Context: an optimization exercise on an open-source flow, tuned for small area. The choices shown serve that exercise and are no tape-out recipe.
Where RTL was checked, it was by simulation tests only, not by an equivalence proof against the original.
The RTL of runs 2 to 5 was laid out without a check of its function.
Power figures rest on the tool's default switching activity, not on a simulated workload.

--- design/flow/config.mk ---
export PLATFORM = sky130hd
export DESIGN_NAME = main
export DESIGN_NICKNAME = main
export VERILOG_FILES = /design/flow/design.v
export SDC_FILE = /design/flow/constraint.sdc
export NUM_CORES = 4
export LEC_CHECK = 0
export CAP_MARGIN = 20
export CORE_MARGIN = 2
export CORE_UTILIZATION = 40
export SLEW_MARGIN = 20
--- design/flow/run.sh ---
#!/bin/bash
# synth_recipe.tcl (not shown) runs the flow's synth.tcl, then flattens the netlist and writes it again
# the make line also repeats each setting of config.mk as NAME=value (left out here)
make -C /OpenROAD-flow-scripts/flow DESIGN_CONFIG=/design/flow/config.mk WORK_HOME=/design/flow/orfs CLKGATE_MAP_FILE= SYNTH_SCRIPT=/design/flow/synth_recipe.tcl finish
--- design/flow/design.v ---
module clock_divider(in, reset, out);
  parameter integer IF = 50000000;
  parameter integer OF = 9600;
  parameter integer Scale = IF/OF;
  localparam integer MiddleTick = Scale/2;
  input in, reset;
  output out;
  generate
    if(Scale <= 1)
    begin : trivial_scale
      assign out = in;
    end
    else
    begin : nontrivial_scale
      localparam integer TickW = $clog2(Scale);
      reg [TickW-1:0] tickreg;
      reg to_out;
      always @(posedge in, posedge reset)
        if(reset) tickreg <= 0;
        else tickreg <= (tickreg + 1) % Scale;
      always @(posedge in, posedge reset)
        if(reset) to_out <= 0;
        else if(tickreg == 0 || tickreg == MiddleTick) to_out <= !out;
      assign out = to_out;
    end
  endgenerate
endmodule
module serializer(in, save, shift, clock, enable, out, last_bit);
  parameter integer W = 8;
  parameter integer Mode = 0;  
  input [W-1:0] in;
  input save, shift, clock, enable;
  output out, last_bit;
  localparam integer CW = (W == 1)
                          ? 1
                          : $clog2(W);
  reg [W-1:0] stored;
  reg [CW-1:0] bits_left;
  always @(posedge clock)
    if(enable) begin
      if(save) begin
        stored <= in;
        bits_left <= W-1;
      end
      else
      begin
        if(shift && bits_left > 0)
        begin
          if(Mode == 0) stored <= {1'bx, stored[W-1:1]};
          else stored <= {stored[W-2:0], 1'bx};
          bits_left <= bits_left - 1;
        end
      end
    end
  assign out = (Mode == 0) ? stored[0] : stored[W-1];
  assign last_bit = (bits_left == 0);
endmodule
module shift_register_l(in, load, clock, out);
  parameter integer W = 8;
  parameter integer Mode = 0;
  input in, load, clock;
  output reg [W-1:0] out;
  always @(posedge clock)
    if(load)
    begin
      if(Mode == 0) out <= {out[W-2:0], in};
      else out <= {in, out[W-1:1]};
    end
endmodule
module uart_deserializer(rx, clock, reset, data, valid, busy);
  parameter integer W = 8;
  parameter integer Mode = 0;  
  parameter integer Parity = 0;  
  parameter integer Precision = 1;  
  input rx, clock, reset;
  output [W-1:0] data;
  output reg valid, busy;
  localparam integer TicksTact = Precision;
  localparam integer TicksHalfTact = (Precision-1)/2;
  localparam integer CouW = (TicksTact >= 1) ? $clog2(TicksTact+1) : 1;
  localparam integer DataW = W >= 2
                             ? $clog2(W)
                             : 1;
  reg store;
  shift_register_l #(
    .W(W),
    .Mode(1-Mode)
  )
  _received_data(
    .in(rx),
    .load(store),
    .clock(clock),
    .out(data)
  );
  reg [3:0] state, n_state;
  reg [CouW-1:0] tick_counter, n_tick_counter;
  localparam integer S_IDLE = 0;
  localparam integer S_START_DELAY = 1;
  localparam integer S_START = 2;
  localparam integer S_BIT_READ_DELAY = 3;
  localparam integer S_BIT_READ = 4;
  localparam integer S_PARITY_DELAY = 5;
  localparam integer S_PARITY = 6;
  localparam integer S_STOP_DELAY = 7;
  localparam integer S_STOP = 8;
  always @(posedge clock, posedge reset)
    if(reset)
    begin
      state <= S_IDLE;
      tick_counter <= 0;
    end
    else
    begin
      if(tick_counter == 0)
      begin
        state <= n_state;
        tick_counter <= n_tick_counter;
      end
      else
        tick_counter <= tick_counter - 1;
    end
  reg parity_bit, n_parity_bit;
  always @(posedge clock)
    if(tick_counter == 0) parity_bit <= n_parity_bit;
  reg n_valid;
  always @(posedge clock, posedge reset)
    if(reset) valid <= 0;
    else if(tick_counter == 0) valid <= n_valid;
  reg [DataW-1:0] bits_left, n_bits_left;
  always @(posedge clock)
    if(tick_counter == 0) bits_left <= n_bits_left;
  always @(*)
  begin
    n_state = state;
    n_tick_counter = 0;
    case(state)
    S_IDLE:
      if(!rx)
      begin
        if(TicksHalfTact == 0)
          n_state = S_START;
        else
        begin
          n_state = S_START_DELAY;
          n_tick_counter = TicksHalfTact-1;
        end
      end
    S_START_DELAY:
      n_state = S_START;
    S_START:
      if(rx)
        n_state = S_IDLE;
      else
      begin
        n_state = S_BIT_READ_DELAY;
        n_tick_counter = TicksTact;
      end
    S_BIT_READ_DELAY:
      n_state = S_BIT_READ;
    S_BIT_READ:
      if(bits_left > 0)
      begin
        n_state = S_BIT_READ_DELAY;
        n_tick_counter = TicksTact;
      end
      else
        if(Parity == 0)
        begin
          n_state = S_STOP_DELAY;
          n_tick_counter = TicksTact;
        end
        else
        begin
          n_state = S_PARITY_DELAY;
          n_tick_counter = TicksTact;
        end
    S_PARITY_DELAY:
      n_state = S_PARITY;
    S_PARITY:
      if(rx == parity_bit)
      begin
        n_state = S_STOP_DELAY;
        n_tick_counter = TicksTact;
      end
      else
        n_state = S_IDLE;
    S_STOP_DELAY:
      n_state = S_STOP;
    S_STOP:
      n_state = S_IDLE;
    endcase
  end
  always @(*)
  begin
    busy = 1;
    store = 0;
    n_parity_bit = parity_bit;
    n_valid = valid;
    n_bits_left = bits_left;
    case(state)
    S_IDLE:
    begin
      busy = 0;
      if(!rx)
      begin
        n_parity_bit = 0;
        if(Parity == 2) n_parity_bit = 1;
        n_valid = 0;
        n_bits_left = W-1;
      end
    end
    S_BIT_READ:
    begin
      store = 1;
      n_parity_bit = parity_bit ^ rx;
      if(bits_left > 0) n_bits_left = bits_left - 1;
    end
    S_STOP:
      if(rx) n_valid = 1;
    endcase
  end
endmodule
module uart_transmitter(data, start, clock, reset, tx, busy);
  parameter integer IF = 50000000;
  parameter integer UF = 9600;
  parameter integer W = 8;
  parameter integer Mode = 0;  
  parameter integer Parity = 0;  
  parameter integer AdditionalStopbits = 0;  
  input [W-1:0] data;
  input start, clock, reset;
  output tx, busy;
  wire uclock_rise, slow_mode, message_bit, last_bit, sender_finished, save, shift;
  localparam integer Scale = IF/UF;
  localparam integer MiddleTick = Scale/2;
  generate
    if(Scale <= 1)
    begin : trivial_scale
      assign uclock_rise = 1'b1;
    end
    else
    begin : nontrivial_scale
      localparam integer TickW = $clog2(Scale);
      reg [TickW-1:0] tickreg;
      reg to_out;
      always @(posedge clock, posedge reset)
        if(reset) tickreg <= 0;
        else if(!slow_mode) tickreg <= 0;
        else tickreg <= (tickreg + 1) % Scale;
      always @(posedge clock, posedge reset)
        if(reset) to_out <= 0;
        else if(!slow_mode) to_out <= 0;
        else if(tickreg == 0 || tickreg == MiddleTick) to_out <= !to_out;
      assign uclock_rise = slow_mode && !to_out && (tickreg == 0 || tickreg == MiddleTick);
    end
  endgenerate
  serializer #(
    .W(W),
    .Mode(Mode)
  )
  _uart_message(
    .in(data),
    .save(save),
    .shift(shift),
    .clock(clock),
    .enable(slow_mode ? uclock_rise : 1'b1),
    .out(message_bit),
    .last_bit(last_bit)
  );
  uart_transmitter_fsm
  _fsm(
    .start(start),
    .sender_finished(sender_finished),
    .clock(clock),
    .reset(reset),
    .busy(busy),
    .slow_mode(slow_mode),
    .save(save)
  );
  uart_transmitter_sender #(
    .Parity(Parity),
    .AdditionalStopbits(AdditionalStopbits)
  )
  _sender (
    .message_bit(message_bit),
    .last_bit(last_bit),
    .clock(clock),
    .enable(uclock_rise),
    .reset(reset),
    .clear(!slow_mode),
    .shift(shift),
    .tx(tx),
    .finished(sender_finished)
  );
endmodule
module mul_vectors
#(parameter N = 8, parameter WIDTH = 8)
(
    input [WIDTH * N - 1:0] vec1,
    input [WIDTH * N - 1:0] vec2,
    output [WIDTH * 2 * N - 1:0] result
);
    wire [WIDTH * 2 * N - 1:0] tmp;
    genvar i;
    generate
        for (i = 0; i < N; i = i + 1) begin:step
            multiplier 
            #(
                .WIDTH(WIDTH)
            )
            elem
            (
                .a  (vec1[(i + 1) * WIDTH - 1:WIDTH * i]),
                .b  (vec2[(i + 1) * WIDTH - 1:WIDTH * i]),
                .out(tmp[2 * (i + 1) * WIDTH - 1:2 * i * WIDTH]  )
            );
         end
    endgenerate
    assign result = tmp;
endmodule
module uart_receiver(rx, clock, reset, data, valid, busy);
  parameter integer IF = 50000000;
  parameter integer UF = 9600;
  parameter integer W = 8;
  parameter integer Mode = 0;  
  parameter integer Parity = 0;  
  parameter integer Precision = 1;  
  input rx, clock, reset;
  output [W-1:0] data;
  output valid, busy;
  wire uart_clock;
  clock_divider #(
    .IF(IF),
    .OF(UF*(Precision+2))
  )
  _divider(
    .in(clock),
    .reset(reset),
    .out(uart_clock)
  );
  uart_deserializer #(
    .W(W),
    .Mode(Mode),
    .Parity(Parity),
    .Precision(Precision)
  )
  _deserializer(
    .rx(rx),
    .clock(uart_clock),
    .reset(reset),
    .data(data),
    .valid(valid),
    .busy(busy)
  );
endmodule
module main
#(parameter N = 8, parameter WIDTH = 8)
(
    input clk,
    input rst,
    input rx,
    output tx,
    output busy
);
    assign busy = input_done;
    reg [2 * N - 1:0] counter;  
    reg waiting, start, input_done, processing_new_value;
    wire [WIDTH - 1:0] input_value;  
    reg [2 * WIDTH - 1:0] output_value;  
    wire [N * WIDTH - 1:0] vec1;
    wire [N * WIDTH - 1:0] vec2;
    reg [WIDTH - 1:0] read_tmp[N * 2 - 1:0];  
    wire [2 * N * WIDTH - 1:0] result_vec;  
    reg [2 * N * WIDTH - 1:0] result_tmp;  
    wire [2 * WIDTH - 1:0] result_to_send[N-1:0];  
    wire valid_input, busy_rec, busy_trans;
    uart_receiver 
    #(
        .IF(2),
        .UF(1),
        .Precision(0)
    )
    receiver
    (
        .rx     (rx         ), 
        .clock  (clk        ), 
        .reset  (rst        ), 
        .data   (input_value), 
        .valid  (valid_input   ), 
        .busy   (busy_rec   )
    );
    uart_transmitter 
    #(
        .IF(2),
        .UF(1),
        .W(WIDTH*2)
    )
    transmitter
    (
        .data   (output_value  ),
        .start  (start  ),
        .clock  (clk        ),
        .reset  (rst        ),
        .tx     (tx         ),
        .busy   (busy_trans )
    );
    mul_vectors
    #(
        .N      (N      ), 
        .WIDTH  (WIDTH  )
    )
    mul_vec
    (
        .vec1(vec1),
        .vec2(vec2),
        .result(result_vec)
    );
    genvar i;
    generate 
        for (i = 0; i < 2 * N; i = i + 1)
            if (i < N)
            	assign vec1[(i + 1) * WIDTH - 1:i * WIDTH] = read_tmp[i];
            else
            	assign vec2[((i - N) + 1) * WIDTH - 1:(i - N) * WIDTH] = read_tmp[i];
    endgenerate
    generate 
        for (i = 0; i < N; i = i + 1)
            assign result_to_send[i] = result_tmp[(i + 1) * 2 * WIDTH - 1:i * 2 * WIDTH];
     endgenerate
    always @(posedge clk, posedge rst) begin
        if (rst) begin
            counter <= 0;
            result_tmp <= 0;
            start <= 0;
            input_done <= 0;
            processing_new_value <= 0;
        end
        else if (!input_done && valid_input && !processing_new_value) begin
            processing_new_value <= 1;
            if (counter < N * 2) begin
                read_tmp[counter] <= input_value;
                counter <= counter + 1;
            end
        end
        else if (!input_done && !valid_input && processing_new_value) begin
        	processing_new_value <= 0;
        end
        else if (!input_done && counter == N * 2) begin
            input_done <= 1;
            result_tmp <= result_vec;
            counter <= 0;
        end
        else if (input_done) begin
        	if (start) begin
        		start <= 0;
        	end
        	else if (counter < N && !busy_trans) begin
        		output_value <= result_to_send[counter];
        		counter <= counter + 1;
        		start <= 1;
        	end
        	else if (counter == N) begin
        		counter <= 0;
        		input_done <= 0;
        		start <= 0;
        	end
        end
    end
endmodule
module multiplier
#(parameter WIDTH = 8)
(
    input [WIDTH - 1:0] a,
    input [WIDTH - 1:0] b,
    output [2 * WIDTH - 1:0] out
);
    assign out = a * b;
endmodule
module uart_transmitter_fsm(start, sender_finished, clock, reset, busy, slow_mode, save);
  input start, sender_finished, clock, reset;
  output reg busy, slow_mode, save;
  reg [1:0] state, n_state;
  localparam integer S_IDLE = 0;
  localparam integer S_STOP_SAVE = 1;
  localparam integer S_SEND = 2;
  always @(posedge clock, posedge reset)
    if(reset) state <= S_IDLE;
    else state <= n_state;
  always @(*)
  begin
    n_state = state;
    busy = 1;
    slow_mode = 0;
    save = 0;
    case(state)
    S_IDLE:
    begin
      if(start) n_state = S_STOP_SAVE;
      busy = 0;
      save = 1;
    end
    S_STOP_SAVE:
      n_state = S_SEND;
    S_SEND:
    begin
      if(sender_finished) n_state = S_IDLE;
      slow_mode = 1;
    end
    endcase
  end
endmodule
module uart_transmitter_sender(message_bit, last_bit, clock, enable, reset, clear, shift, tx, finished);
  parameter integer Parity = 0;
  parameter integer AdditionalStopbits = 0;
  input message_bit, last_bit, clock, enable, reset, clear;
  output shift;
  output reg tx;
  output finished;
  reg [2:0] state, n_state;
  localparam integer S_IDLE = 0;
  localparam integer S_START = 1;
  localparam integer S_DATA = 2;
  localparam integer S_PARITY = 3;
  localparam integer S_STOP = 4;
  localparam integer S_FINISH = 5;
  always @(posedge clock, posedge reset)
    if(reset) state <= S_IDLE;
    else if(clear) state <= S_IDLE;
    else if(enable) state <= n_state;
  reg parity_bit, n_parity_bit;
  always @(posedge clock)
    if(enable) parity_bit <= n_parity_bit;
  localparam SCW = (AdditionalStopbits == 0)
                   ? 1
                   : $clog2(AdditionalStopbits + 1);
  reg [SCW-1:0] stopbits_remain, n_stopbits_remain;
  always @(posedge clock)
    if(enable) stopbits_remain <= n_stopbits_remain;
  always @(*)
  begin
    n_state = state;
    case(state)
    S_IDLE:
      n_state = S_START;
    S_START:
      n_state = S_DATA;
    S_DATA:
      if(last_bit)
      begin
        if(Parity == 0) n_state = S_STOP;
        else n_state = S_PARITY;
      end
    S_PARITY:
      n_state = S_STOP;
    S_STOP:
      if(stopbits_remain == 0) n_state = S_FINISH;
    endcase
  end
  always @(*)
  begin
    n_parity_bit = parity_bit;
    case(state)
    S_START:
      if(Parity == 2) n_parity_bit = 1;
      else n_parity_bit = 0;
    S_DATA:
      n_parity_bit = parity_bit ^ message_bit;
    endcase
  end
  always @(*)
  begin
    n_stopbits_remain = 0;
    case(state)
    S_DATA:
      if(Parity == 0) n_stopbits_remain = AdditionalStopbits;
    S_PARITY:
      n_stopbits_remain = AdditionalStopbits;
    S_STOP:
      if(stopbits_remain > 0) n_stopbits_remain = stopbits_remain - 1;
    endcase
  end
  assign shift = (state == S_DATA);
  assign finished = (state == S_FINISH);
  always @(*)
  begin
    tx = 1;
    case(state)
    S_START:
      tx = 0;
    S_DATA:
      tx = message_bit;
    S_PARITY:
      tx = parity_bit;
    endcase
  end
endmodule
--- design/flow/constraint.sdc ---
create_clock -name core_clock -period 6.0 [get_ports {clk}]
set_input_delay 1.2000 -clock core_clock [delete_from_list [all_inputs] [get_ports {clk}]]
set_output_delay 1.2000 -clock core_clock [all_outputs]
set_load 0.01 [all_outputs]
==> results of run 1 <==
-- how the worst max path moves through the flow --
stage                               start  slack (ns)  depth (start not counted)         endpoint
after floorplan                       rst        0.54                          1       counter[0]
after global placement     read_tmp[3][5]        1.40                         14   result_tmp[63]
after detailed placement   read_tmp[3][5]        1.30                         14   result_tmp[63]
after CTS                 read_tmp[14][2]        1.27                         14  result_tmp[109]
after global routing      read_tmp[14][2]        0.99                         14  result_tmp[111]
final                     read_tmp[14][2]        1.24                         14  result_tmp[109]
-- registers in the layout, indices dropped and copies added (netlist names), 2 cells and up --
register / cells
counter: 16
output_value: 16
read_tmp: 128
receiver._deserializer._received_data.out: 8
receiver._deserializer.bits_left: 3
receiver._deserializer.state: 4
result_tmp: 128
transmitter._fsm.state: 2
transmitter._sender.state: 3
transmitter._uart_message.bits_left: 4
transmitter._uart_message.stored: 16
-- critical path, delay by kind of cell (launching register included) --
family,cells,cell delay (ns)
AND/OR/NAND/NOR,1,0.24
buffers and inverters,2,0.09
adder cells (fa/ha/maj),5,2.24
XOR/XNOR,1,0.18
AO/OA/AOI/OAI,5,1.33
flip-flops,1,0.51
-- report_power, final --
group / internal (mW) / leakage (nW) / switching, mW
logic: 0.867 / 10.3 / 1.27
registers: 2.76 / 3.79 / 0.218
clock network: 1.61 / 0.711 / 1.05
total: 5.23 / 14.9 / 2.53
-- cell usage in the layout, fill, tap and decap left out, types with 14 or more instances in the layout --
| cell | synthesis | layout |
|---|---|---|
| a211oi_1 | 14 | 14 |
| a21oi_1 | 72 | 71 |
| a222oi_1 | 16 | 16 |
| and2_1 | 414 | 414 |
| buf_4 | 0 | 15 |
| clkbuf_16 | 0 | 43 |
| dfrtp_1 | 158 | 158 |
| edfxtp_1 | 178 | 178 |
| fa_1 | 288 | 288 |
| ha_1 | 301 | 301 |
| inv_1 | 418 | 417 |
| mux2_2 | 46 | 46 |
| nand2_1 | 366 | 366 |
| nand2b_1 | 17 | 17 |
| nand3_1 | 17 | 17 |
| nor2_1 | 82 | 82 |
| nor2b_1 | 17 | 17 |
| nor3_1 | 31 | 29 |
| o21ai_0 | 156 | 156 |
| o21bai_1 | 14 | 14 |
| xnor2_1 | 34 | 34 |
| xor2_1 | 51 | 51 |
-- logic make-up after synthesis --
logic type | after synthesis
simple gates | 972
fa+ha+maj | 589
flops | 336
buf+inv | 484
mux | 48
xor+xnor | 85
compound gates | 375
other cells | 1
-- layout make-up --
cell class                      instances  area share
Inverter                              418      0.0495
Clock buffer                           56      0.0372
Clock inverter                         19     0.00779
Sequential cell                       336       0.292
Timing Repair Buffer                   20     0.00527
Tap cell                              959      0.0377
Multi-Input combinational cell       2070       0.570
-- per-stage QoR --
stage	power, mW	utilization	hold slack, ns	std cells	area (µm²)
CTS	7.84	0.438	0.382	3878	31800
detailed placement	5.14	0.418	0.367	3803	30400
floorplan	4.53	-	0.430	2890	29300
finish	7.77	0.438	0.382	3878	31800
global route	8.24	0.438	0.393	3878	31800
global placement	5.08	0.418	0.365	3802	30400
-- per-layer routing --
metal	wire, µm	vias up
li1	-	9423
met1	30900	9859
met2	31200	384
met3	3410	106
met4	1690	0
met5	0	-
==> metrics.cfg, run 1 <==
[routing]
drt_iter0_markers=1379
vias=19800
drt-total-wl_um=67200
drt_pass1_iterations=8
post_drt_wl_per_cell_um=17.3
antenna_left=0
drc=0
routed_via_density=5.10

[clocking]
postCtsSetupBuffers=0
clk_pin_slew_ns=0.06
hold_buffers=0
ctsRootBufferMaster=clkbuf_16
numCtsBuffers=41
clock_sinks=336
cts_resized=0
cts_htree_levels=2
cts_tree=done
clock_latency_ns=0.57
cts_buffer_depth=3

[logic_synthesis]
async_flop_share=0.470
synth_cell_type_count=65
syn_inst=2890
yosys.area_share.adder=0.326
synth_top_family_by_area=adder cells
synth_top_area_frac=0.197
yosysWarningCount=8
synthTopCellsByCount=418 x inv_1, 414 x and2_1, 366 x nand2_1
seq_area_frac_synth=0.318
synth.cell_area_um2=29300
synth_simple_gate_area_frac=0.170
synth_edf_count=178
synth_mux_area_frac=0.0184
synth_nets=3482
synth_compound_area_frac=0.0798
synthMostInstantiatedCell=inv_1
synth_seq_cells=336
synth_xor_area_frac=0.0254
synth_ff_type=edfxtp_1
yosysTopAreaCell=fa_1
syn_area_per_cell_um2=10.1
ys_top_cells_by_area=fa_1 20%, edfxtp_1 18%, dfrtp_1 14%

[die]
core_um2=72700
die_area_um2=75300
die_y_um=274
placementRows=99
ios=5
start_util=0.402
chipWidth_um=274

[timing]
skew_ns=0.0326
fin_crit_ns=4.76
fin_ws_ns=1.24
slew_violations=0
worstMarginPinSlew_ns=1.04
fmaxAchievable_mhz=210
finalSetupViolCount=0
rsz0062_at_grt=no
finalSetupTns_ns=0
relSlewSlack=0.305
hold_viol=0
fin_crit_sh=0.793

[place]
gp_congestion=0.859
post-dp-hpwl_um=51500
port-buffer-count=4
dpl_worst_slack_ns=1.30

[critical_path]
crit_path_max_fanout=8
crit_path_top_delay_cell=o41ai_1
crit_chain=and2_1, fa_1, fa_1, inv_1, fa_1, fa_1, inv_1, ha_1, o21a_1, o31a_1, o41ai_1, o21ai_0, xnor2_1, o21ai_0
rrSetupSlack_ns=1.24
cp_common_cell=fa_1
timing.rr.end=result_tmp[109]
max_stage_delay_ns=0.67
r2r_cells=14
worstPathRequired_ns=6.39
cp_data_arrival_time_ns=5.14
r2r_start=read_tmp[14][2]
criticalPathCategory=reg2reg
critPathLaunchType=flip-flop
cp-end-kind=flip-flop

[layout]
fin_nets=3479
syn2layout_area_growth_pct=8.73
seqCellArea_um2=9300
antenna_cells=0
fillers=6807
drive_gt1_frac=0.0507
multi_input_area_um2=18100

[hold_path]
hold_start=counter[5]
hold_class=reg2reg
holdPathEnd=counter[5]
worstHoldPathCells=0

[global_routing]
gr-usage-met3=0.0302
grt_max_degree=110
top_usage_layer=met2
grt_overflow=0
grt_pass1_vias=21300
grt_util_met1=0.254
grt_pass1_wl_um=112000
antenna_found_initial=4
track_usage=0.186
grtUsageMet2=0.306

[pwr]
p_leak_nw=14.9
powerDensity_nw_per_um2=244
irDropWorstVdd_uv=169

[run_status]
status=timing/DRC/antenna clean

[run]
drv_cap=0

==> run 2: changes to the inputs <==
==> design/flow/design.v (replaced) <==
module main (
    input  clk,
    input  rst,
    input  rx,
    output tx,
    output busy
);
    reg        mode;       
    reg  [5:0] cnt;        
    reg  [3:0] k;          
    reg        txr;        
    reg  [7:0] acc;        
    reg  [1:0] ph;         
    reg        pend;       
    reg  [7:0] r;          
    reg  [7:0] f0 [0:3];   
    reg  [7:0] f1 [0:3];
    reg  [7:0] f2 [0:3];
    reg  [7:0] f3 [0:3];   
    assign tx   = txr;
    assign busy = mode;
    wire sample = !mode && cnt[0] && cnt != 6'd1 && cnt != 6'd19;
    wire commit = !mode && cnt == 6'd19 && rx;
    wire shreq  = mode ? (cnt == 6'd36) : ((commit && k != 4'd15) || pend);
    wire shift  = shreq && ph == 2'd0;
    wire [7:0] a_op = ph[1] ? f1[0] : f3[0];      
    wire [7:0] b_op = ph[1] ? f1[2] : f3[2];      
    wire [4:0] n    = cnt[5:1];                    
    wire       bj   = (n[4:3] == 2'b00) ? b_op[n[2:0]] : 1'b0;
    wire [8:0] sum  = {1'b0, acc} + (bj ? {1'b0, a_op} : 9'd0);
    integer m;
    always @(posedge clk) begin
        if (sample) r <= {rx, r[7:1]};
        for (m = 0; m < 4; m = m + 1) begin
            f0[m] <= shift ? (m == 3 ? r : f3[m+1]) : f3[m];
            f1[m] <= f0[m];
            f2[m] <= f1[m];
            f3[m] <= f2[m];
        end
    end
    always @(posedge clk or posedge rst) begin
        if (rst) begin
            ph <= 2'd0;
            pend <= 1'b0;
        end else begin
            ph <= shift ? 2'd0 : ph + 2'd1;
            pend <= !mode && ((commit && k != 4'd15) || pend) && !shift;
        end
    end
    always @(posedge clk or posedge rst) begin
        if (rst) begin
            mode <= 1'b0;
            cnt  <= 6'd0;
            k    <= 4'd0;
            txr  <= 1'b1;
            acc  <= 8'd0;
        end else if (!mode) begin
            if (cnt == 6'd0) begin
                if (!rx) cnt <= 6'd1;
            end else if (cnt == 6'd1 && rx) begin
                cnt <= 6'd0;                        
            end else if (cnt == 6'd19) begin
                cnt <= 6'd0;
                if (rx) begin
                    k <= k + 4'd1;
                    if (k == 4'd15) begin
                        mode <= 1'b1;               
                        cnt  <= 6'd36;
                    end
                end
            end else begin
                cnt <= cnt + 6'd1;
            end
        end else if (cnt == 6'd36) begin
            if (shift) cnt <= 6'd37;
        end else if (cnt == 6'd37) begin
            cnt <= 6'd0;                            
            txr <= 1'b0;
        end else begin
            cnt <= cnt + 6'd1;
            if (cnt[0]) begin
                if (n < 5'd16) begin
                    txr <= sum[0];
                    acc <= sum[8:1];
                end else if (n == 5'd16) begin
                    txr <= 1'b1;                    
                end else begin
                    k <= k + 4'd1;
                    cnt <= 6'd36;                   
                    if (k == 4'd7) begin
                        k    <= 4'd0;
                        mode <= 1'b0;
                        cnt  <= 6'd0;
                    end
                end
            end
        end
    end
endmodule
--- a/design/flow/config.mk
+++ b/design/flow/config.mk
@@ -7,5 +7,6 @@
 export LEC_CHECK = 0
 export CAP_MARGIN = 20
 export CORE_MARGIN = 2
-export CORE_UTILIZATION = 40
+export CORE_UTILIZATION = 60
+export CTS_BUF_LIST = sky130_fd_sc_hd__clkbuf_4 sky130_fd_sc_hd__clkbuf_8
 export SLEW_MARGIN = 20
==> run 2 against run 1 <==
- register-to-register slack better by 0.95 ns
- synthesized cell count is 87% lower
- die area is 87% lower
- sequential power is 59% lower
- first-iteration DRC count is 93% lower
- highest routed layer unchanged
==> metrics.cfg, run 2 <==
[layout]
drive_gt1_frac=0.194  ; +0.143
final_common_cell=dfxtp_1
syn2layout_area_growth_pct=9.15
stdcell_count=515  ; -87%
antenna_cells=0  ; unchanged
fin_nets=411  ; -88%
final_cell_mix=128 x dfxtp_1, 30 x mux2_4, 23 x nor2_1, 22 x dfrtp_1, 21 x nand2_1

[pwr]
swShare=0.296  ; -0.0304
irDropWorstVdd_uv=262  ; +55%
p_leak_nw=2.53  ; -83%
powerDensity_nw_per_um2=386  ; +58%
fin_total_pwr_mw=2.21  ; -72%
clkPwrFrac=0.340  ; -0.002
internal_power_mw=1.56  ; -70%
power_frac_comb=0.108  ; -0.167
netSwitchingPower_uw=653  ; -74%
seq_power_share=0.552  ; +0.169

[logic_synthesis]
async_flop_share=0.145  ; -0.326
synth_cell_type_count=62  ; -4.6%
synth_ff_type=dfxtp_1
synthTopCellsByCount=128 x dfxtp_1, 30 x mux2_4, 23 x nor2_1
synth_nets=404  ; -88%
syn_inst=387  ; -87%
synthMostInstantiatedCell=dfxtp_1
ys_top_cells_by_area=dfxtp_1 49%, dfrtp_1 11%, mux2_4 8.6%
yosysTopAreaCell=dfxtp_1
yosysWarningCount=5  ; -3
synth_edf_count=8  ; -96%
syn_area_per_cell_um2=13.5  ; +34%
seq_area_frac_synth=0.645  ; +0.328
synth_seq_cells=159  ; -53%
synth.cell_area_um2=5240  ; -82%
synth_top_area_frac=0.489  ; +0.292

[die]
die_area_um2=9490  ; -87%
core_um2=8590  ; -88%
ios=5  ; unchanged
start_util=0.609  ; +0.207
placementRows=34  ; -66%
die_y_um=97.4  ; -65%
chipWidth_um=97.4  ; -65%

[global_routing]
track_usage=0.188  ; +0.00145
grt_pass1_vias=2714  ; -87%
antenna_found_initial=0  ; -4
grt_max_degree=33  ; -70%
grt_overflow=0  ; unchanged
grt_pass1_wl_um=13700  ; -88%

[place]
post-dp-hpwl_um=5200  ; -90%
gp_congestion=0.861  ; +0.28%
placedCellCount=483  ; -87%
port-buffer-count=4  ; unchanged

[clocking]
cts_htree_levels=4  ; +2
ctsRootBufferMaster=clkbuf_8
cts_tree=done
clk_pin_slew_ns=0.09  ; +0.03 ns
clock_sinks=159  ; -53%
postCtsSetupBuffers=0  ; unchanged
cts_buffer_depth=2  ; -1
hold_buffers=0  ; unchanged
clock_latency_ns=0.44  ; -0.13 ns
numCtsBuffers=17  ; -59%
cts_resized=0  ; unchanged

[hold_path]
hold_class=reg2reg
worstHoldPathCells=0  ; unchanged

[timing]
worstMarginPinSlew_ns=0.933  ; -0.110 ns
fin_crit_sh=0.634  ; -0.159
finalSetupTns_ns=0  ; unchanged
fin_crit_ns=3.80  ; -0.952 ns
skew_ns=0.0196  ; -0.0129 ns
rsz0062_at_grt=no
hold_viol=0  ; unchanged
fmaxAchievable_mhz=263  ; +25%
relSlewSlack=0.377  ; +0.0728
finalSetupViolCount=0  ; unchanged
slew_violations=0  ; unchanged

[critical_path]
crit_path_max_fanout=17  ; +9
cp-end-kind=flip-flop
criticalPathCategory=reg2reg
cp_data_arrival_time_ns=4.14  ; -1.00 ns
critPathLaunchType=flip-flop
r2r_cells=12  ; -2
worstPathRequired_ns=6.34  ; -0.05 ns

[routing]
drt_pass1_iterations=4  ; -4
post_drt_wl_per_cell_um=15.3  ; -12%
vias=2720  ; -86%
drt_iter0_markers=98  ; -93%
drc=0  ; unchanged
routed_via_density=5.28  ; +3.6%
drt-total-wl_um=7890  ; -88%
antenna_left=0  ; unchanged

[run_status]
status=timing/DRC/antenna clean

[run]
drv_cap=0  ; unchanged

run 2: cell types whose count changed after synthesis, moves of 61 or more:
| cell | previous run | this run |
|---|---|---|
| and2_1 | 414 | 2 |
| dfxtp_1 | 0 | 128 |
| fa_1 | 288 | 1 |
| dfrtp_1 | 158 | 22 |
| inv_1 | 418 | 6 |
| edfxtp_1 | 178 | 8 |
| o21ai_0 | 156 | 12 |
| a21oi_1 | 72 | 11 |
| ha_1 | 301 | 13 |
| nand2_1 | 366 | 21 |
run 2: final cells by class:
| type | count | area, µm² |
|---|---|---|
| Clock inverter | 15 | 161 |
| Timing Repair Buffer | 4 | 40.0 |
| Inverter | 6 | 22.5 |
| Multi-Input combinational cell | 206 | 1740 |
| Fill cell | 649 | 2880 |
| Clock buffer | 17 | 234 |
| Sequential cell | 159 | 3380 |
| Tap cell | 108 | 135 |
run 2: critical path, stage by stage, from the launching register on:
cell	delay (ns)
dfrtp_1	0.87
mux4_2	0.60
mux2i_1	0.19
nor4b_2	0.09
a31oi_4	0.26
nor2_1	0.08
ha_1	0.23
fa_1	0.42
a21o_1	0.19
a22o_1	0.21
o21a_1	0.18
o21a_1	0.16
o31ai_1	0.22
run 2: power groups by stage:
stage | registers [mW] | clock network (mW) | logic (mW)
after floorplan | 1.18 | 0 | 0.239
after global placement | 1.24 | 0 | 0.234
after detailed placement | 1.24 | 0 | 0.236
after CTS | 1.22 | 0.774 | 0.239
after global routing | 1.23 | 0.818 | 0.267
final | 1.22 | 0.750 | 0.239
run 2: cell families after synthesis:
kind of cell,after synthesis,share of synthesized area
fa+ha+maj,14,0.0349
compound gates,59,0.0815
flops,159,0.645
xor+xnor,7,0.0117
simple gates,77,0.0755
mux,49,0.129
buf+inv,22,0.0227
run 2: worst paths after layout:
| check | from | endpoint | slack (ns) |
|---|---|---|---|
| setup / recovery | ph[1] | acc[5] | 2.20 |
| hold / removal | f2[0][7] | f3[0][7] | 0.32 |
| setup reg to reg | ph[1] | acc[5] | 2.20 |
| hold reg to reg | f2[0][7] | f3[0][7] | 0.32 |
| max in group asynchronous | rst | acc[2] | 4.16 |
| min in group asynchronous | rst | cnt[2] | 1.27 |
run 2: layer usage:
layer / global-route usage / part of all wire / wire length, µm / vias to the layer above
met5: 0 / 0 / 0 / -
met4: 0.0737 / 0.016 / 129 / 0
met3: 0.0626 / 0.036 / 281 / 11
met2: 0.268 / 0.44 / 3490 / 43
met1: 0.266 / 0.51 / 3990 / 1282
li1: - / - / - / 1384
run 2: per-stage QoR:
stage	utilization	hold slack [ns]	setup WS (ns)	area (µm²)
2_1_floorplan	-	0.310	2.90	5240
3_3_place_gp	0.619	0.310	2.31	5320
3_5_place_dp	0.619	0.312	2.21	5320
4_1_cts	0.665	0.317	2.15	5710
5_1_grt	0.665	0.330	1.95	5720
6_report	0.665	0.318	2.20	5720
==> run 3: changes to the inputs <==
--- a/design/flow/config.mk
+++ b/design/flow/config.mk
@@ -7,6 +7,6 @@
 export LEC_CHECK = 0
 export CAP_MARGIN = 20
 export CORE_MARGIN = 2
-export CORE_UTILIZATION = 60
-export CTS_BUF_LIST = sky130_fd_sc_hd__clkbuf_4 sky130_fd_sc_hd__clkbuf_8
+export CORE_UTILIZATION = 40
+export CTS_BUF_LIST = sky130_fd_sc_hd__clkbuf_8
 export SLEW_MARGIN = 20
==> run 3 against run 2 <==
- still clean
- count of clock-buffer cells in the layout unchanged
- combinational power up 2%
- synthesized cell count unchanged
- routed wire length up 1.9%
- register-to-register slack about the same
- worst setup slack better by 0.013 ns
- final cell count up 12%
- hold slack better by 0.0052 ns
- clock skew down 0.0095 ns
- critical path type unchanged
==> metrics.cfg, run 3 <==
[run_status]
status=timing/DRC/antenna clean

[routing]
routed_via_density=4.81  ; -9.0%
post_drt_wl_per_cell_um=13.9  ; -9.3%
antenna_left=0  ; unchanged
drt_iter0_markers=127  ; +30%
drc=0  ; unchanged
drt-total-wl_um=8040  ; +1.9%
drt_pass1_iterations=4  ; unchanged
vias=2784  ; +2.4%

[timing]
skew_ns=0.0101  ; -0.00948 ns
finalSetupTns_ns=0  ; unchanged
slew_violations=0  ; unchanged
rsz0062_at_grt=no
fmaxAchievable_mhz=264  ; +0.34%
relSlewSlack=0.394  ; +0.0169
whs_ns=0.323  ; +0.00524 ns
worstMarginPinSlew_ns=0.907  ; -0.0253 ns
fin_crit_sh=0.632  ; -0.00218
hold_viol=0  ; unchanged
fin_crit_ns=3.79  ; -0.0131 ns
finalSetupViolCount=0  ; unchanged

[clocking]
hold_buffers=0  ; unchanged
ctsRootBufferMaster=clkbuf_8
clock_sinks=159  ; unchanged
clock_latency_ns=0.43  ; about the same
cts_resized=0  ; unchanged
cts_tree=done
numCtsBuffers=17  ; unchanged
cts_buffer_depth=2  ; unchanged
postCtsSetupBuffers=0  ; unchanged
cts_htree_levels=4  ; unchanged
clk_pin_slew_ns=0.08  ; about the same

[global_routing]
grt_pass1_wl_um=13600  ; -0.60%
grt_overflow=0  ; unchanged
track_usage=0.126  ; -0.0618
antenna_found_initial=0  ; unchanged
grt_pass1_vias=2681  ; -1.2%
grt_max_degree=33  ; unchanged

[logic_synthesis]
synth_ff_type=dfxtp_1
syn_area_per_cell_um2=13.5  ; unchanged
synthMostInstantiatedCell=dfxtp_1
synth_edf_count=8  ; unchanged
ys_top_cells_by_area=dfxtp_1 49%, dfrtp_1 11%, mux2_4 8.6%
synth_seq_cells=159  ; unchanged
syn_inst=387  ; unchanged
synth.cell_area_um2=5240  ; unchanged
seq_area_frac_synth=0.645  ; unchanged
yosysWarningCount=5  ; unchanged
async_flop_share=0.145  ; unchanged
yosysTopAreaCell=dfxtp_1
synth_cell_type_count=62  ; unchanged
synth_top_area_frac=0.489  ; unchanged
synthTopCellsByCount=128 x dfxtp_1, 30 x mux2_4, 23 x nor2_1
synth_nets=404  ; unchanged

[critical_path]
timing.rr.end=acc[5]
r2r_start=ph[1]
r2r_cells=12  ; unchanged
crit_path_max_fanout=17  ; unchanged
worstPathRequired_ns=6.35  ; about the same
max_stage_delay_ns=0.89  ; +0.02 ns
cp_data_arrival_time_ns=4.14  ; about the same
cp_common_cell=o21a_1
critPathLaunchType=flip-flop
crit_path_top_delay_cell=dfrtp_1
crit_chain=mux4_2, mux2i_1, nor4b_2, a31oi_4, nor2_1, ha_1, fa_1, a21o_1, a22o_1, o21a_1, o21a_1, o31ai_1
rrSetupSlack_ns=2.21  ; about the same
cp-end-kind=flip-flop
criticalPathCategory=reg2reg

[layout]
final_common_cell=dfxtp_1
syn2layout_area_growth_pct=10.7
antenna_cells=0  ; unchanged
multi_input_area_um2=1740  ; unchanged
final_cell_mix=128 x dfxtp_1, 30 x mux2_4, 23 x nor2_1, 22 x dfrtp_1, 21 x nand2_1
fillers=1182  ; +82%
fin_nets=411  ; unchanged
drive_gt1_frac=0.192  ; -0.00246
seqCellArea_um2=3380  ; unchanged

[pwr]
irDropWorstVdd_uv=303  ; +16%
internal_power_mw=1.62  ; +3.9%
netSwitchingPower_uw=610  ; -6.6%
powerDensity_nw_per_um2=384  ; -0.61%
seq_power_share=0.548  ; -0.004
swShare=0.274  ; -0.0215
power_frac_comb=0.109  ; about the same
p_leak_nw=2.53  ; about the same
clkPwrFrac=0.343  ; +0.003

[hold_path]
hold_start=f2[2][6]
holdPathEnd=f3[2][6]
hold_class=reg2reg
worstHoldPathCells=0  ; unchanged

[place]
post-dp-hpwl_um=5260  ; +1.2%
gp_congestion=0.878  ; +2.0%
port-buffer-count=4  ; unchanged

[die]
chipWidth_um=118  ; +22%
die_y_um=118  ; +22%
ios=5  ; unchanged
placementRows=41  ; +21%
start_util=0.412  ; -0.198
core_um2=12700  ; +48%
die_area_um2=14000  ; +48%

[run]
drv_cap=0  ; unchanged

## run 3: cell counts after synthesis
No cell type changed its count.
## run 3: worst max path at each step
stage	start	endpoint	slack, ns	cells past startpoint
CTS	ph[1]	acc[5]	2.18	12
global route	ph[1]	acc[5]	1.93	12
floorplan	ph[1]	acc[5]	2.90	13
finish	ph[1]	acc[5]	2.21	12
global placement	ph[1]	acc[5]	2.27	12
detailed placement	ph[1]	acc[5]	2.22	12
## run 3: critical path, delay by kind of cell, from the launching register on
family / cells / cell delay (ns)
AO/OA/AOI/OAI: 6 / 1.22
adder cells (fa/ha/maj): 2 / 0.64
multiplexers: 2 / 0.77
flip-flops: 1 / 0.89
AND/OR/NAND/NOR: 2 / 0.17
## run 3: layer usage
layer,wire [µm],share of wire,GRT usage,vias up
met5,0,0,0,-
met4,131,0.016,0.0513,0
met3,278,0.035,0.0420,14
met2,3690,0.46,0.191,50
met1,3940,0.49,0.165,1342
li1,-,-,-,1378
## run 3: power groups by stage
| stage | Sequential [mW] | Combinational [mW] | Clock (mW) |
|---|---|---|---|
| global route | 1.23 | 0.270 | 0.837 |
| detailed placement | 1.24 | 0.242 | 0 |
| global placement | 1.24 | 0.239 | 0 |
| floorplan | 1.18 | 0.239 | 0 |
| CTS | 1.22 | 0.243 | 0.790 |
| finish | 1.22 | 0.243 | 0.764 |
## run 3: cell type report
class	instances	area share
sequential	159	0.583
multi-input combinational	206	0.301
clock buffer	17	0.0404
tap	172	0.0371
clock inverter	15	0.0278
timing repair buffer	4	0.00691
inverter	6	0.00389
## run 3: cell families (layout without fill, tap and decap cells)
kind of cell | Yosys count | in the layout | share of synthesized area
AND/OR/NAND/NOR | 77 | 77 | 0.0755
multiplexers | 49 | 49 | 0.129
buffers and inverters | 22 | 42 | 0.0227
AO/OA/AOI/OAI | 59 | 59 | 0.0815
adder cells (fa/ha/maj) | 14 | 14 | 0.0349
flip-flops | 159 | 159 | 0.645
XOR/XNOR | 7 | 7 | 0.0117
## run 3: stage by stage
step	instance area [µm²]	util	std cells	worst slack (ns)	power, mW
CTS	5790	0.455	579	2.18	2.25
floorplan	5240	-	387	2.90	1.42
detailed placement	5400	0.424	547	2.22	1.48
global route	5800	0.456	579	1.93	2.34
global placement	5400	0.424	547	2.27	1.48
finish	5800	0.456	579	2.21	2.23
==> run 4: changes to the inputs <==
--- a/design/flow/config.mk
+++ b/design/flow/config.mk
@@ -7,6 +7,8 @@
 export LEC_CHECK = 0
 export CAP_MARGIN = 20
 export CORE_MARGIN = 2
-export CORE_UTILIZATION = 40
+export CORE_UTILIZATION = 60
 export CTS_BUF_LIST = sky130_fd_sc_hd__clkbuf_8
+export CTS_CLUSTER_DIAMETER = 60
+export CTS_CLUSTER_SIZE = 25
 export SLEW_MARGIN = 20
==> run 4 against run 3 <==
- clock skew grew 0.0095 ns
- critical path type unchanged
- largest cell class unchanged
- largest power group unchanged
- flip-flop and latch count did not move
- non-clock buffer count did not move
==> metrics.cfg, run 4 <==
[run_status]
status=timing/DRC/antenna clean

[timing]
finalSetupTns_ns=0  ; unchanged
fin_crit_sh=0.634  ; +0.00218
relSlewSlack=0.377  ; -0.0169
slew_violations=0  ; unchanged
worstMarginPinSlew_ns=0.933  ; +0.0253 ns
finalSetupViolCount=0  ; unchanged
fin_crit_ns=3.80  ; +0.0131 ns
skew_ns=0.0196  ; +0.00948 ns
rsz0062_at_grt=no
hold_viol=0  ; unchanged
fmaxAchievable_mhz=263  ; -0.34%

[critical_path]
crit_chain=mux4_2, mux2i_1, nor4b_2, a31oi_4, nor2_1, ha_1, fa_1, a21o_1, a22o_1, o21a_1, o21a_1, o31ai_1
r2r_cells=12  ; unchanged
criticalPathCategory=reg2reg
path_delay_family=compound AO/OA/AOI/OAI gates
max_stage_delay_ns=0.87  ; -0.02 ns
cp_data_arrival_time_ns=4.14  ; about the same
cp_common_cell=o21a_1
crit_path_max_fanout=17  ; unchanged
critPathLaunchType=flip-flop
cp-end-kind=flip-flop
cp.depth=12  ; unchanged
timing.rr.end=acc[5]
crit_path_top_delay_cell=dfrtp_1
rrSetupSlack_ns=2.20  ; about the same
critPathBufInv=0  ; unchanged
r2r_start=ph[1]
worstPathRequired_ns=6.34  ; about the same

[die]
core_um2=8590  ; -32%
start_util=0.609  ; +0.198
ios=5  ; unchanged
die_y_um=97.4  ; -18%
chipWidth_um=97.4  ; -18%
die_area_um2=9490  ; -32%
placementRows=34  ; -17%

[logic_synthesis]
yosysTopAreaCell=dfxtp_1
synth_top_area_frac=0.489  ; unchanged
synth_seq_cells=159  ; unchanged
ys_top_cells_by_area=dfxtp_1 49%, dfrtp_1 11%, mux2_4 8.6%
synthMostInstantiatedCell=dfxtp_1
synth_ff_type=dfxtp_1
synth_nets=404  ; unchanged
syn_area_per_cell_um2=13.5  ; unchanged
async_flop_share=0.145  ; unchanged
syn_inst=387  ; unchanged
synth.cell_area_um2=5240  ; unchanged
seq_area_frac_synth=0.645  ; unchanged
synth_cell_type_count=62  ; unchanged
yosysWarningCount=5  ; unchanged
synth_edf_count=8  ; unchanged
synthTopCellsByCount=128 x dfxtp_1, 30 x mux2_4, 23 x nor2_1

[global_routing]
grt_pass1_wl_um=13700  ; +0.61%
grt_max_degree=33  ; unchanged
grt_overflow=0  ; unchanged
grt_pass1_vias=2714  ; +1.2%
track_usage=0.188  ; +0.0618
antenna_found_initial=0  ; unchanged

[clocking]
cts_resized=0  ; unchanged
clock_latency_ns=0.44  ; about the same
cts_buffer_depth=2  ; unchanged
hold_buffers=0  ; unchanged
postCtsSetupBuffers=0  ; unchanged
numCtsBuffers=17  ; unchanged
cts_tree=done
clock_sinks=159  ; unchanged
ctsRootBufferMaster=clkbuf_8
cts_htree_levels=4  ; unchanged
clk_pin_slew_ns=0.09  ; about the same

[hold_path]
hold_start=f2[0][7]
holdPathEnd=f3[0][7]
worstHoldPathCells=0  ; unchanged
hold_class=reg2reg

[routing]
routed_via_density=5.28  ; +9.8%
post_drt_wl_per_cell_um=15.3  ; +10%
drc=0  ; unchanged
drt-total-wl_um=7890  ; -1.9%
drt_pass1_iterations=4  ; unchanged
drt_iter0_markers=98  ; -23%
antenna_left=0  ; unchanged
vias=2720  ; -2.3%

[layout]
fin_nets=411  ; unchanged
drive_gt1_frac=0.194  ; +0.00246
seqCellArea_um2=3380  ; unchanged
final_cell_mix=128 x dfxtp_1, 30 x mux2_4, 23 x nor2_1, 22 x dfrtp_1, 21 x nand2_1
stdcell_count=515  ; -11%
multi_input_area_um2=1740  ; unchanged
fillers=649  ; -45%
antenna_cells=0  ; unchanged
syn2layout_area_growth_pct=9.15
final_common_cell=dfxtp_1
final_area_um2=5720  ; -1.4%

[place]
gp_congestion=0.861  ; -1.9%
port-buffer-count=4  ; unchanged
post-dp-hpwl_um=5200  ; -1.2%
placed_area_um2=5320  ; -1.5%
placedCellCount=483  ; -12%

[pwr]
p_leak_nw=2.53  ; about the same
powerDensity_nw_per_um2=386  ; +0.61%
irDropWorstVdd_uv=262  ; -14%

[run]
drv_cap=0  ; unchanged

run 4: cell counts after synthesis:
Identical to the previous run, type by type.
run 4: logic make-up after synthesis:
| logic type | synth area share |
|---|---|
| xor gates and xnor gates | 0.0117 |
| muxes | 0.129 |
| adders and majority gates | 0.0349 |
| buffers and inverters | 0.0227 |
| DFF | 0.645 |
| and+or+nand+nor | 0.0755 |
| AOI/OAI and AO/OA | 0.0815 |
run 4: how the worst max path moves through the flow:
stage               start     end  slack, ns
floorplan           ph[1]  acc[5]       2.90
global placement    ph[1]  acc[5]       2.31
detailed placement  ph[1]  acc[5]       2.21
CTS                 ph[1]  acc[5]       2.15
global route        ph[1]  acc[5]       1.95
finish              ph[1]  acc[5]       2.20
run 4: worst reg2reg max path: stages (launching register included):
cell	delay, ns
dfrtp_1	0.87
mux4_2	0.60
mux2i_1	0.19
nor4b_2	0.09
a31oi_4	0.26
nor2_1	0.09
ha_1	0.23
fa_1	0.42
a21o_1	0.19
a22o_1	0.21
o21a_1	0.18
o21a_1	0.17
o31ai_1	0.22
run 4: cell type report:
| class | count | area share |
|---|---|---|
| sequential | 159 | 0.591 |
| multi-input combinational | 206 | 0.305 |
| clock buffer | 17 | 0.0409 |
| clock inverter | 15 | 0.0282 |
| tap | 108 | 0.0236 |
| timing repair buffer | 4 | 0.00700 |
| inverter | 6 | 0.00394 |
run 4: power breakdown:
| group | switching (mW) | internal (mW) | total [mW] |
|---|---|---|---|
| clock network | 0.435 | 0.315 | 0.750 |
| registers | 0.0829 | 1.14 | 1.22 |
| logic | 0.135 | 0.104 | 0.239 |
| total | 0.653 | 1.56 | 2.21 |
run 4: stage by stage:
step | power, mW | util | setup slack, ns | hold WS [ns]
finish | 2.21 | 0.665 | 2.20 | 0.318
global placement | 1.48 | 0.619 | 2.31 | 0.310
global route | 2.32 | 0.665 | 1.95 | 0.330
detailed placement | 1.48 | 0.619 | 2.21 | 0.312
floorplan | 1.42 | - | 2.90 | 0.310
CTS | 2.23 | 0.665 | 2.15 | 0.317
run 4: metal layers:
layer	part of all wire	vias to the layer above	GRT usage	wire [µm]
met5	0	-	0	0
met4	0.016	0	0.0737	129
met3	0.036	11	0.0626	281
met2	0.44	43	0.268	3490
met1	0.51	1282	0.266	3990
li1	-	1384	-	-
==> run 5: changes to the inputs <==
--- a/design/flow/config.mk
+++ b/design/flow/config.mk
@@ -8,7 +8,7 @@
 export CAP_MARGIN = 20
 export CORE_MARGIN = 2
 export CORE_UTILIZATION = 60
-export CTS_BUF_LIST = sky130_fd_sc_hd__clkbuf_8
-export CTS_CLUSTER_DIAMETER = 60
-export CTS_CLUSTER_SIZE = 25
+export CTS_BUF_LIST = sky130_fd_sc_hd__clkbuf_16
+export CTS_CLUSTER_DIAMETER = 100
+export CTS_CLUSTER_SIZE = 50
 export SLEW_MARGIN = 20
==> run 5 against run 4 <==
- sequential share of layout area fell by 1.9 points
- fmax rose by 0.17%
- synthesized cell count did not move
- register-to-register slack barely moved
- worst setup slack improved by 0.0065 ns
- global-route usage rose by 0.18 points
- final cell count did not move
==> metrics.cfg, run 5 <==
[run_status]
status=timing/DRC/antenna clean

[timing]
finalSetupTns_ns=0  ; unchanged
rsz0062_at_grt=no
whs_ns=0.320  ; +0.00178 ns
hold_viol=0  ; unchanged
slew_violations=0  ; unchanged
fmaxAchievable_mhz=263  ; +0.17%
fin_crit_sh=0.633  ; -0.00108
fin_ws_ns=2.20  ; +0.00650 ns
skew_ns=0.0119  ; -0.00772 ns
relSlewSlack=0.377  ; -0.000445
worstMarginPinSlew_ns=0.933  ; +0.000667 ns
finalSetupViolCount=0  ; unchanged
fin_crit_ns=3.80  ; -0.00650 ns

[critical_path]
timing.rr.end=acc[5]
rrSetupSlack_ns=2.20  ; about the same
worstPathRequired_ns=6.32  ; -0.02 ns
cp_data_arrival_time_ns=4.11  ; -0.03 ns
r2r_cells=12  ; unchanged
crit_path_max_fanout=17  ; unchanged
critPathLaunchType=flip-flop
cp-startpoint=ph[1]
r2r_start=ph[1]
criticalPathCategory=reg2reg
cp-end-kind=flip-flop

[clocking]
hold_buffers=0  ; unchanged
clk_pin_slew_ns=0.06  ; -0.03 ns
cts_buffer_depth=2  ; unchanged
numCtsBuffers=17  ; unchanged
postCtsSetupBuffers=0  ; unchanged
cts_tree=done
clock_latency_ns=0.41  ; -0.03 ns
cts_htree_levels=4  ; unchanged
cts_resized=0  ; unchanged
ctsRootBufferMaster=clkbuf_16
clock_sinks=159  ; unchanged

[logic_synthesis]
synth_nets=404  ; unchanged
synth_edf_count=8  ; unchanged
syn_area_per_cell_um2=13.5  ; unchanged
synthMostInstantiatedCell=dfxtp_1
synth_cell_type_count=62  ; unchanged
seq_area_frac_synth=0.645  ; unchanged
synth_top_area_frac=0.489  ; unchanged
yosysWarningCount=5  ; unchanged
synth.cell_area_um2=5240  ; unchanged
yosysTopAreaCell=dfxtp_1
ys_top_cells_by_area=dfxtp_1 49%, dfrtp_1 11%, mux2_4 8.6%
async_flop_share=0.145  ; unchanged
synthTopCellsByCount=128 x dfxtp_1, 30 x mux2_4, 23 x nor2_1
synth_seq_cells=159  ; unchanged
syn_inst=387  ; unchanged
synth_ff_type=dfxtp_1

[die]
chipWidth_um=97.4  ; unchanged
core_um2=8590  ; unchanged
die_y_um=97.4  ; unchanged
start_util=0.609  ; unchanged
placementRows=34  ; unchanged
ios=5  ; unchanged
die_area_um2=9490  ; unchanged

[global_routing]
grt_overflow=0  ; unchanged
antenna_found_initial=0  ; unchanged
grt_pass1_wl_um=13900  ; +1.2%
track_usage=0.189  ; +0.00182
grt_max_degree=33  ; unchanged
grt_pass1_vias=2744  ; +1.1%

[hold_path]
hold_class=reg2reg
worstHoldPathCells=0  ; unchanged
hold_start=f2[0][7]
holdPathEnd=f3[0][7]

[routing]
drt_iter0_markers=125  ; +28%
drt-total-wl_um=8090  ; +2.5%
antenna_left=0  ; unchanged
drc=0  ; unchanged
vias=2730  ; +0.37%
post_drt_wl_per_cell_um=15.7  ; +2.5%
routed_via_density=5.30  ; +0.37%
drt_pass1_iterations=6  ; +2

[place]
post-dp-hpwl_um=5200  ; unchanged
gp_congestion=0.861  ; unchanged
placedCellCount=483  ; unchanged
port-buffer-count=4  ; unchanged
dpl_worst_slack_ns=2.21  ; unchanged

[pwr]
powerDensity_nw_per_um2=421  ; +9.1%
p_leak_nw=2.62  ; +3.4%
fin_total_pwr_mw=2.49  ; +13%
irDropWorstVdd_uv=304  ; +16%

[layout]
syn2layout_area_growth_pct=12.8
antenna_cells=0  ; unchanged
seqCellArea_um2=3380  ; unchanged
fin_nets=411  ; unchanged
multi_input_area_um2=1740  ; unchanged
drive_gt1_frac=0.194  ; unchanged
final_cell_mix=128 x dfxtp_1, 30 x mux2_4, 23 x nor2_1, 22 x dfrtp_1, 21 x nand2_1
final_common_cell=dfxtp_1
fillers=634  ; -2.3%
stdcell_count=515  ; unchanged

[run]
drv_cap=0  ; unchanged

## run 5: power breakdown
part / leakage, nW / total, mW / switching, mW / internal, mW
combinational: 0.917 / 0.238 / 0.135 / 0.104
clock: 0.288 / 1.03 / 0.473 / 0.559
sequential: 1.42 / 1.22 / 0.0822 / 1.14
## run 5: area by class of cell
class,count,area share
well taps,108,0.0229
inverters,6,0.00381
flip-flops and latches,159,0.572
repair buffers,4,0.00678
clock buffers,17,0.0720
clock inverters,15,0.0273
multi-input cells,206,0.295
## run 5: routing by layer
layer,GRT usage,vias to the layer above,share of wire
li1,-,1380,-
met1,0.270,1308,0.50
met2,0.273,35,0.45
met3,0.0669,7,0.033
met4,0.0609,0,0.0094
met5,0,-,0
## run 5: critical path, cell delays in order (launching register included)
cell	delay, ns
dfrtp_1	0.86
mux4_2	0.60
mux2i_1	0.19
nor4b_2	0.09
a31oi_4	0.27
nor2_1	0.09
ha_1	0.23
fa_1	0.41
a21o_1	0.19
a22o_1	0.21
o21a_1	0.18
o21a_1	0.16
o31ai_1	0.22
## run 5: cells by family after synthesis
family                     after synthesis  share of synthesized area
buffers and inverters                   22                     0.0227
muxes                                   49                      0.129
DFF                                    159                      0.645
AOI/OAI and AO/OA                       59                     0.0815
xor gates and xnor gates                 7                     0.0117
adders and majority gates               14                     0.0349
and+or+nand+nor                         77                     0.0755
## run 5: worst max-delay path by stage
stage                   to  slack (ns)  cells after the start
floorplan           acc[5]        2.90                     13
global placement    acc[5]        2.31                     12
detailed placement  acc[5]        2.21                     12
CTS                 acc[5]        2.17                     12
global route        acc[5]        1.94                     12
finish              acc[5]        2.20                     12
## run 5: stage by stage
step | area (µm²) | utilization
6_report | 5910 | 0.688
5_1_grt | 5910 | 0.688
4_1_cts | 5900 | 0.687
3_5_place_dp | 5320 | 0.619
3_3_place_gp | 5320 | 0.619
2_1_floorplan | 5240 | -
==> run 6: changes to the inputs <==
==> design/flow/design.v (replaced) <==
module main (
    input  clk,
    input  rst,
    input  rx,
    output tx,
    output busy
);
    reg        mode;       
    reg  [5:0] cnt;        
    reg  [3:0] k;          
    reg        txr;        
    reg  [7:0] acc;        
    reg  [7:0] s [0:14];
    reg  [7:0] r;
    assign tx   = txr;
    assign busy = mode;
    wire sample  = !mode && cnt[0] && cnt != 6'd1 && cnt != 6'd19;  
    wire commit  = !mode && cnt == 6'd19 && rx;
    wire bitend  = mode && cnt[0];               
    wire [4:0] n = cnt[5:1];                     
    wire fend    = mode && cnt == 6'd35;         
    wire       bj  = (n[4:3] == 2'b00) ? s[8][n[2:0]] : 1'b0;
    wire [8:0] sum = {1'b0, acc} + (bj ? {1'b0, s[0]} : 9'd0);
    wire shift = (commit && k != 4'd15) || fend;
    integer m;
    always @(posedge clk) begin
        if (sample) r <= {rx, r[7:1]};
        if (shift) begin
            for (m = 0; m < 14; m = m + 1) s[m] <= s[m+1];
            s[14] <= r;
        end
    end
    always @(posedge clk or posedge rst) begin
        if (rst) begin
            mode <= 1'b0;
            cnt  <= 6'd0;
            k    <= 4'd0;
            txr  <= 1'b1;
            acc  <= 8'd0;
        end else if (!mode) begin
            if (cnt == 6'd0) begin
                if (!rx) cnt <= 6'd1;
            end else if (cnt == 6'd1 && rx) begin
                cnt <= 6'd0;                        
            end else if (cnt == 6'd19) begin
                cnt <= 6'd0;
                if (rx) begin
                    k <= k + 4'd1;
                    if (k == 4'd15) begin
                        mode <= 1'b1;
                        txr  <= 1'b0;               
                    end
                end
            end else begin
                cnt <= cnt + 6'd1;
            end
        end else begin
            cnt <= fend ? 6'd0 : cnt + 6'd1;
            if (bitend) begin
                if (n < 5'd16) begin
                    txr <= sum[0];
                    acc <= sum[8:1];
                end else if (n == 5'd16) begin
                    txr <= 1'b1;                    
                end else begin
                    k <= k + 4'd1;
                    if (k == 4'd7) begin
                        k    <= 4'd0;
                        mode <= 1'b0;
                    end else begin
                        txr <= 1'b0;                
                    end
                end
            end
        end
    end
endmodule
==> design/flow/config.mk (replaced) <==
export PLATFORM = sky130hd
export DESIGN_NAME = main
export DESIGN_NICKNAME = main
export VERILOG_FILES = /design/flow/design.v
export SDC_FILE = /design/flow/constraint.sdc
export NUM_CORES = 4
export LEC_CHECK = 0
export CAP_MARGIN = 20
export CORE_MARGIN = 2
export CORE_UTILIZATION = 40
export SLEW_MARGIN = 20
==> run 6 against run 5 <==
- count of clock-buffer cells in the layout rose by 1
- final cell count fell by 1.9%
- clock skew fell by 0.0049 ns
- first-iteration DRC count rose by 52%
- via count fell by 9.9%
- register-to-register slack improved by 0.55 ns
- flip-flop and latch count fell by 11
- area after synthesis rose by 2.7%
- design area rose by 5.2%
- critical path type unchanged
- critical endpoint unchanged
- largest cell class unchanged
- largest power group unchanged
- highest routed layer unchanged
==> metrics.cfg, run 6 <==
[critical_path]
r2r_cells=10  ; -2
cp-end-kind=flip-flop
rrSetupSlack_ns=2.75  ; +0.55 ns
r2r_start=cnt[1]
timing.rr.end=acc[5]
critPathLaunchType=flip-flop
cp_data_arrival_time_ns=3.56  ; -0.55 ns
crit_path_max_fanout=8  ; -9
worstPathRequired_ns=6.31  ; about the same
criticalPathCategory=reg2reg
cp-startpoint=cnt[1]

[die]
ios=5  ; unchanged
placementRows=42  ; +24%
chipWidth_um=120  ; +23%
core_um2=13200  ; +53%
start_util=0.408  ; -0.202
die_y_um=120  ; +23%
die_area_um2=14400  ; +52%

[place]
placedCellCount=472  ; -2.3%
post-dp-hpwl_um=4150  ; -20%
port-buffer-count=4  ; unchanged
dpl_worst_slack_ns=2.05  ; -0.152 ns
gp_congestion=0.810  ; -6.0%

[routing]
drt_iter0_markers=190  ; +52%
vias=2460  ; -9.9%
drc=0  ; unchanged
routed_via_density=4.87  ; -8.1%
drt_pass1_iterations=4  ; -2
drt-total-wl_um=7020  ; -13%
antenna_left=0  ; unchanged
post_drt_wl_per_cell_um=13.9  ; -11%

[pwr]
fin_total_pwr_mw=2.06  ; -17%
power_frac_comb=0.002  ; -0.094
p_leak_nw=2.11  ; -20%
netSwitchingPower_uw=389  ; -44%
powerDensity_nw_per_um2=331  ; -21%
seq_power_share=0.536  ; +0.046
swShare=0.189  ; -0.0883
irDropWorstVdd_uv=241  ; -21%
clkPwrFrac=0.462  ; +0.048
internal_power_mw=1.67  ; -7.2%

[timing]
fin_crit_ns=3.25  ; -0.550 ns
slew_violations=0  ; unchanged
fin_ws_ns=2.75  ; +0.550 ns
finalSetupViolCount=0  ; unchanged
relSlewSlack=0.450  ; +0.0730
worstMarginPinSlew_ns=0.824  ; -0.109 ns
fmaxAchievable_mhz=308  ; +17%
hold_viol=0  ; unchanged
skew_ns=0.00698  ; -0.00493 ns
finalSetupTns_ns=0  ; unchanged
fin_crit_sh=0.541  ; -0.0917
rsz0062_at_grt=no

[logic_synthesis]
seq_area_frac_synth=0.808  ; +0.163
async_flop_share=0.135  ; -0.00952
synthMostInstantiatedCell=edfxtp_1
synth_edf_count=128  ; +120
synth.cell_area_um2=5380  ; +2.7%
syn_area_per_cell_um2=18.3  ; +35%
synthTopCellsByCount=128 x edfxtp_1, 21 x nand2_1, 19 x dfrtp_1
synth_top_area_frac=0.715  ; +0.225
synth_cell_type_count=51  ; -18%
synth_ff_type=edfxtp_1
ys_top_cells_by_area=edfxtp_1 71%, dfrtp_1 8.8%, ha_1 2.8%
synth_nets=310  ; -23%
yosysTopAreaCell=edfxtp_1
yosysWarningCount=2  ; -3
syn_inst=294  ; -24%
synth_seq_cells=148  ; -6.9%

[layout]
final_common_cell=edfxtp_1
largest_reg_flops=120
antenna_cells=0  ; unchanged
drive_gt1_frac=0.137  ; -0.0573
stdcell_count=505  ; -1.9%
syn2layout_area_growth_pct=15.5
final_cell_mix=128 x edfxtp_1, 21 x nand2_1, 19 x dfrtp_1, 17 x clkbuf_16, 12 x ha_1
fin_nets=332  ; -19%
reg_top3=s (120), acc (8), r (8)
regMostFlops=s
utilization=0.471  ; -0.216
fillers=1119  ; +76%

[clocking]
cts_buffer_depth=2  ; unchanged
cts_tree=done
cts_htree_levels=4  ; unchanged
clk_pin_slew_ns=0.06  ; about the same
postCtsSetupBuffers=0  ; unchanged
cts_resized=0  ; unchanged
clock_sinks=148  ; -6.9%
hold_buffers=0  ; unchanged
numCtsBuffers=17  ; unchanged
ctsRootBufferMaster=clkbuf_16
clock_latency_ns=0.41  ; about the same

[global_routing]
grt_pass1_wl_um=11400  ; -18%
track_usage=0.106  ; -0.0836
grt_pass1_vias=2359  ; -14%
antenna_found_initial=0  ; unchanged
grt_max_degree=58  ; +76%
grt_overflow=0  ; unchanged

[run]
drv_cap=0  ; unchanged

[hold_path]
hold_start=s[3][6]
hold_class=reg2reg
holdPathEnd=s[2][6]
worstHoldPathCells=0  ; unchanged

[run_status]
status=timing/DRC/antenna clean

==> run 6: layer usage <==
metal | share of wire | GRT usage | vias to the layer above
li1 | - | - | 1177
met1 | 0.48 | 0.133 | 1251
met2 | 0.48 | 0.155 | 24
met3 | 0.032 | 0.0456 | 8
met4 | 0.013 | 0.0551 | 0
met5 | 0 | 0 | -
==> run 6: layout make-up <==
cell class	count	area, µm²	share of cell area
Sequential cell	148	4350	0.699
Multi-Input combinational cell	130	976	0.157
Clock buffer	18	429	0.0691
Tap cell	176	220	0.0354
Clock inverter	14	113	0.0181
Timing Repair Buffer	9	93.8	0.0151
Inverter	10	37.5	0.00604
==> run 6: through the flow <==
step	cell area, µm²	hold WS (ns)
after floorplan	5390	0.400
after global placement	5660	0.401
after detailed placement	5660	0.405
after CTS	6200	0.414
after global routing	6210	0.418
final	6210	0.415
==> run 6: worst max-delay path by stage <==
stage | end | cells past startpoint
after CTS | s[13][3] | 4
final | acc[5] | 10
after global routing | acc[5] | 10
after detailed placement | s[10][2] | 4
after floorplan | s[0][0] | 2
after global placement | s[10][1] | 4
==> run 6: worst max-delay path: stages, from the launching register on <==
cell and delay (ns):
dfrtp_1 0.52, mux4_1 0.63, mux2i_1 0.20, nor3_2 0.10, and2_1 0.19, ha_1 0.22
fa_1 0.42, a21oi_1 0.25, o211ai_1 0.19, o21a_1 0.20, o31ai_1 0.22
==> run 6: power groups by stage <==
stage | clock, mW | sequential, mW | combinational, mW
after floorplan | 0 | 1.12 | 0.00202
after global placement | 0 | 1.12 | 0.00491
after detailed placement | 0 | 1.12 | 0.00498
after CTS | 0.983 | 1.10 | 0.00497
after global routing | 1.02 | 1.10 | 0.00544
final | 0.951 | 1.10 | 0.00472
==> run 6: cells by family (layout without fill, tap and decap cells) <==
family,Yosys count,in the layout,synth area share
fa+ha+maj,13,13,0.0316
compound gates,44,44,0.0591
buf+inv,16,51,0.0135
mux,7,7,0.0219
flops,148,148,0.808
xor+xnor,4,4,0.00651
simple gates,62,62,0.0596

-- port drivers added, routing unchanged --
Ports are ideal in the flow. The routed layouts listed here were re-timed in OpenROAD. Step 1: set_driving_cell puts a clkbuf_16 on clk and a buf_2 on each other input, an assumption about the parent block. Step 2 moves the port delays by t, midway between the first and last clock arrival at a register: inputs arrive t later, outputs are due t later. That takes back most of the time a late clock gives input paths. a / b / c = ideal ports / drivers / drivers and shift; a / b = the first two.
run | t (ns) | slack for setup (ns) | worst setup path after step 2
run 1 | 0.617 | 1.245 / 1.245 / 1.245 | register to register
run 2 | 0.460 | 2.197 / 2.197 / 2.197 | register to register
run 3 | 0.459 | 2.210 / 2.210 / 2.210 | register to register
run 4 | 0.460 | 2.197 / 2.197 / 2.197 | register to register
run 5 | 0.445 | 2.203 / 2.203 / 2.203 | register to register
run 6 | 0.442 | 2.753 / 2.753 / 2.466 | input to register
After both steps setup and hold are still met in every run listed. The setup slack of run 6, which loses most, moves by 0.000 ns with the drivers and by -0.287 ns with both steps.
